Source: an optimization exercise on an open RTL-to-GDS flow (aim: small area and a short achievable clock period). Production flows keep margins and buffers that such runs may drop. Function was checked by simulation only, so behaviour that the tests miss may differ from the original. The clock port is modelled as an ideal driver, which makes a skipped or thinned clock tree look cheaper than it is; a real chip needs a root buffer or a tree. Power is estimated from default activity; no workload was simulated.

==> flow/design.v (excerpt) <==
module top( clk, in_num1, in_num2, out_num);
    input clk;
    input [31:0] in_num1;
    input [31:0] in_num2;
    output [63:0] out_num;
    reg [31:0] a_q;
    reg [33:1] t_q;                  
    reg [15:0] s1, s2, s3;           
    wire [33:0] t_d = {2'b00, in_num1} + {1'b0, in_num1, 1'b0};
    integer i;
    always @(posedge clk) begin
        a_q <= in_num1;
        t_q <= t_d[33:1];
        for (i = 0; i < 16; i = i + 1) begin
            s1[i] <= ~in_num2[2*i+1] &  in_num2[2*i];
            s2[i] <=  in_num2[2*i+1] & ~in_num2[2*i];
            s3[i] <=  in_num2[2*i+1] &  in_num2[2*i];
        end
    end
    wire [33:0] t = {t_q, a_q[0]};
    wire p0_0 = (~s1[0] | ~a_q[0]) & (~s3[0] | ~t[0]);
    wire p0_1 = (~s1[0] | ~a_q[1]) & (~s2[0] | ~a_q[0]) & (~s3[0] | ~t[1]);
    wire p0_2 = (~s1[0] | ~a_q[2]) & (~s2[0] | ~a_q[1]) & (~s3[0] | ~t[2]);
    wire p0_3 = (~s1[0] | ~a_q[3]) & (~s2[0] | ~a_q[2]) & (~s3[0] | ~t[3]);
    wire p0_4 = (~s1[0] | ~a_q[4]) & (~s2[0] | ~a_q[3]) & (~s3[0] | ~t[4]);
    wire p0_5 = (~s1[0] | ~a_q[5]) & (~s2[0] | ~a_q[4]) & (~s3[0] | ~t[5]);
    wire p0_6 = (~s1[0] | ~a_q[6]) & (~s2[0] | ~a_q[5]) & (~s3[0] | ~t[6]);
    wire p0_7 = (~s1[0] | ~a_q[7]) & (~s2[0] | ~a_q[6]) & (~s3[0] | ~t[7]);
    wire p0_8 = (~s1[0] | ~a_q[8]) & (~s2[0] | ~a_q[7]) & (~s3[0] | ~t[8]);
    wire p0_9 = (~s1[0] | ~a_q[9]) & (~s2[0] | ~a_q[8]) & (~s3[0] | ~t[9]);
    wire p0_10 = (~s1[0] | ~a_q[10]) & (~s2[0] | ~a_q[9]) & (~s3[0] | ~t[10]);
    wire p0_11 = (~s1[0] | ~a_q[11]) & (~s2[0] | ~a_q[10]) & (~s3[0] | ~t[11]);
    wire p0_12 = (~s1[0] | ~a_q[12]) & (~s2[0] | ~a_q[11]) & (~s3[0] | ~t[12]);
    wire p0_13 = (~s1[0] | ~a_q[13]) & (~s2[0] | ~a_q[12]) & (~s3[0] | ~t[13]);
    wire p0_14 = (~s1[0] | ~a_q[14]) & (~s2[0] | ~a_q[13]) & (~s3[0] | ~t[14]);
    wire p0_15 = (~s1[0] | ~a_q[15]) & (~s2[0] | ~a_q[14]) & (~s3[0] | ~t[15]);
    wire p0_16 = (~s1[0] | ~a_q[16]) & (~s2[0] | ~a_q[15]) & (~s3[0] | ~t[16]);
  ...
Size in the first run: ~2100 cells after synthesis, ~130 I/O pins, ~0.023 mm² of cells after synthesis.
Settings: LEC_CHECK=0, CAP_MARGIN=20, CELL_PAD_IN_SITES_DETAIL_PLACEMENT=1, CORE_MARGIN=2, CORE_UTILIZATION=30, PLACE_DENSITY=0.45, SETUP_SLACK_MARGIN=4.25, SLEW_MARGIN=20; clock period 8.5 ns.
standard.sh (not shown) runs the stock make flow with config.mk's settings and CLKGATE_MAP_FILE= SYNTH_SCRIPT=/design/flow/synth_recipe.tcl, a recipe that flattens the netlist after the stock synthesis.
==> flow/flow/run.sh <==
#!/bin/bash
# Standard synthesis, then two netlist passes, each checked for equivalence
# with the standard netlist by Yosys before it is used:
#   fapol.py    removes the inverters that Yosys's full-adder extraction
#               leaves around fa cells (flips full adders, writes half adders
#               as gates)
#   conerep.py  rebuilds the final adder (registers -> out_num) as a
#               Han-Carlson adder and the 3A adder (in_num1 -> t_q) as a
#               Brent-Kung adder, in AOI/OAI cells, and the partial products
#               and adder tree (first -> second registers) cell by cell, from
#               the description gen.py (a copy of gen/gen.py) writes
# then the standard layout from that netlist, with buf_2 port buffers and a
# two-level clock network (post_cts.tcl).  Registers are untouched.
# Each tool's output goes to a log file of its own in the work folder.
set -euo pipefail
W=$(pwd)
R=$W/orfs/results/$FLOW_PLATFORM/top/base
LIB=$FLOW_HOME/platforms/$FLOW_PLATFORM/lib/sky130_fd_sc_hd__tt_025C_1v80.lib

bash standard.sh synth > $W/flow_synth.log 2>&1
cp $R/1_2_yosys.v $W/netlist_standard.v

check() {  # check NAME NETLIST: equivalence of NETLIST with the standard netlist
  sed -e "s#@LIB@#$LIB#g" -e "s#@GOLD@#$W/netlist_standard.v#" -e "s#@GATE@#$2#" \
    flow/eq.ys > $W/eq_$1.ys
  yosys -l $W/flow_equiv_$1.log $W/eq_$1.ys > /dev/null 2>&1
}

CUR=$W/netlist_standard.v
if python3 flow/fapol.py $CUR $W/netlist_fapol.v > $W/flow_fapol.log 2>&1 \
   && check fapol $W/netlist_fapol.v; then
  CUR=$W/netlist_fapol.v
else
  echo "fapol not used" >> $W/flow_fapol.log
fi
if python3 flow/gen.py sk $W/cone_spec.json hc > $W/gen_rtl.v 2> $W/flow_gen.log \
   && python3 flow/conerep.py $CUR $W/cone_spec.json $W/netlist_conerep.v > $W/flow_conerep.log 2>&1 \
   && check conerep $W/netlist_conerep.v; then
  CUR=$W/netlist_conerep.v
else
  echo "conerep not used" >> $W/flow_conerep.log
fi
echo "layout netlist: $CUR" > $W/flow_netlist.log
if [[ $CUR != $W/netlist_standard.v ]]; then
  cp $CUR $R/1_2_yosys.v
  rm -f $R/1_synth.odb $R/1_synth.sdc
fi

export BUFFER_PORTS_ARGS="-buffer_cell sky130_fd_sc_hd__buf_2"
export POST_CTS_TCL=$W/flow/post_cts.tcl
bash standard.sh finish > $W/flow_layout.log 2>&1
Other scripts of this flow, unchanged in this note and not shown: flow/flow/conerep.py, flow/flow/eq.ys, flow/flow/fapol.py, flow/flow/gen.py, flow/flow/post_cts.tcl
Then changed:
--- a/flow/config.mk
+++ b/flow/config.mk
@@ -11,0 +12,2 @@
+export CTS_CLUSTER_DIAMETER = 150
+export CTS_CLUSTER_SIZE = 40
@@ -13 +15 @@
-export SETUP_SLACK_MARGIN = 4.25
+export SETUP_SLACK_MARGIN = 4.4
Routed wire length rose by 2.5%.
Register-to-register slack gets better by 0.08 ns.
Cell count rose by 1.4%.
Global-route usage rose by 0.63 points.
Total power rose by 4.3%.
Clock power rose by about 0.9%.
First-iteration DRC count fell by 3.6%.
Final area rose by 3.8%.
Setup slack gets better by 0.082 ns.
Then changed:
--- a/flow/config.mk
+++ b/flow/config.mk
@@ -12,2 +11,0 @@
-export CTS_CLUSTER_DIAMETER = 150
-export CTS_CLUSTER_SIZE = 40
@@ -15 +13 @@
-export SETUP_SLACK_MARGIN = 4.4
+export SETUP_SLACK_MARGIN = 4.1
The changed run completed with no timing, DRC or antenna violations.
Setup slack loses 0.21 ns.
First-iteration DRC count came out higher by a few percent.
Flip-flop and latch count stays the same.
Via count came out lower slightly.
Then changed:
--- a/flow/config.mk
+++ b/flow/config.mk
@@ -8 +8 @@
-export CAP_MARGIN = 20
+export CAP_MARGIN = 10
@@ -13,2 +13,2 @@
-export SETUP_SLACK_MARGIN = 4.1
-export SLEW_MARGIN = 20
+export SETUP_SLACK_MARGIN = 3.9
+export SLEW_MARGIN = 10
Clock skew barely changes.
Synthesized area is unchanged.
Critical path depth stays the same.
Cell area came out lower by 1.5%.
Worst hold slack is about the same.
Utilization came out lower by 0.51 points.
Sequential cell count stays the same.
Register-to-register slack is worse by 0.13 ns.
Then changed:
--- a/flow/config.mk
+++ b/flow/config.mk
@@ -8 +8 @@
-export CAP_MARGIN = 10
+export CAP_MARGIN = 20
@@ -14 +14 @@
-export SLEW_MARGIN = 10
+export SLEW_MARGIN = 20
Outcome:
- combinational power stays flat
- cell count stays the same
- wire length hardly moves
- sequential power is about the same
- design area is about the same
- core utilization stays flat
- power is about the same
- first-iteration DRC count increases by 0.94%
- worst setup slack improved by 0.021 ns
No run of this note takes its clock network from TritonCTS; it comes from the design's own scripts or RTL.

what the ideal ports hide:
In the flow no input, the clock included, has a driving cell. The finished layouts below were timed again as built, in two steps. Step 1, drivers: a clkbuf_16 drives clk and a buf_2 each remaining input, both assumed. Step 2 also shifts input and output timing later by t, the mid clock arrival at the registers, as if the neighbouring blocks saw the same clock. Slacks: ideal / step 1 / step 2; pairs: ideal / step 1.
| run | shift t [ns] | setup WS [ns] | worst setup path at the end |
|---|---|---|---|
| the first run | 0.441 | 4.262 / 4.262 / 4.260 | input to register |
| the second run | 0.457 | 4.344 / 4.296 / 4.344 | register to register |
| the third run | 0.457 | 4.130 / 4.117 / 4.130 | register to register |
| the fourth run | 0.456 | 4.003 / 4.003 / 4.003 | register to register |
| the fifth run | 0.453 | 4.024 / 4.008 / 4.024 | register to register |
After both steps every run listed still meets setup and hold. For the first run, which loses most, drivers alone change the setup slack by 0.000 ns; drivers and shift together by -0.002 ns.
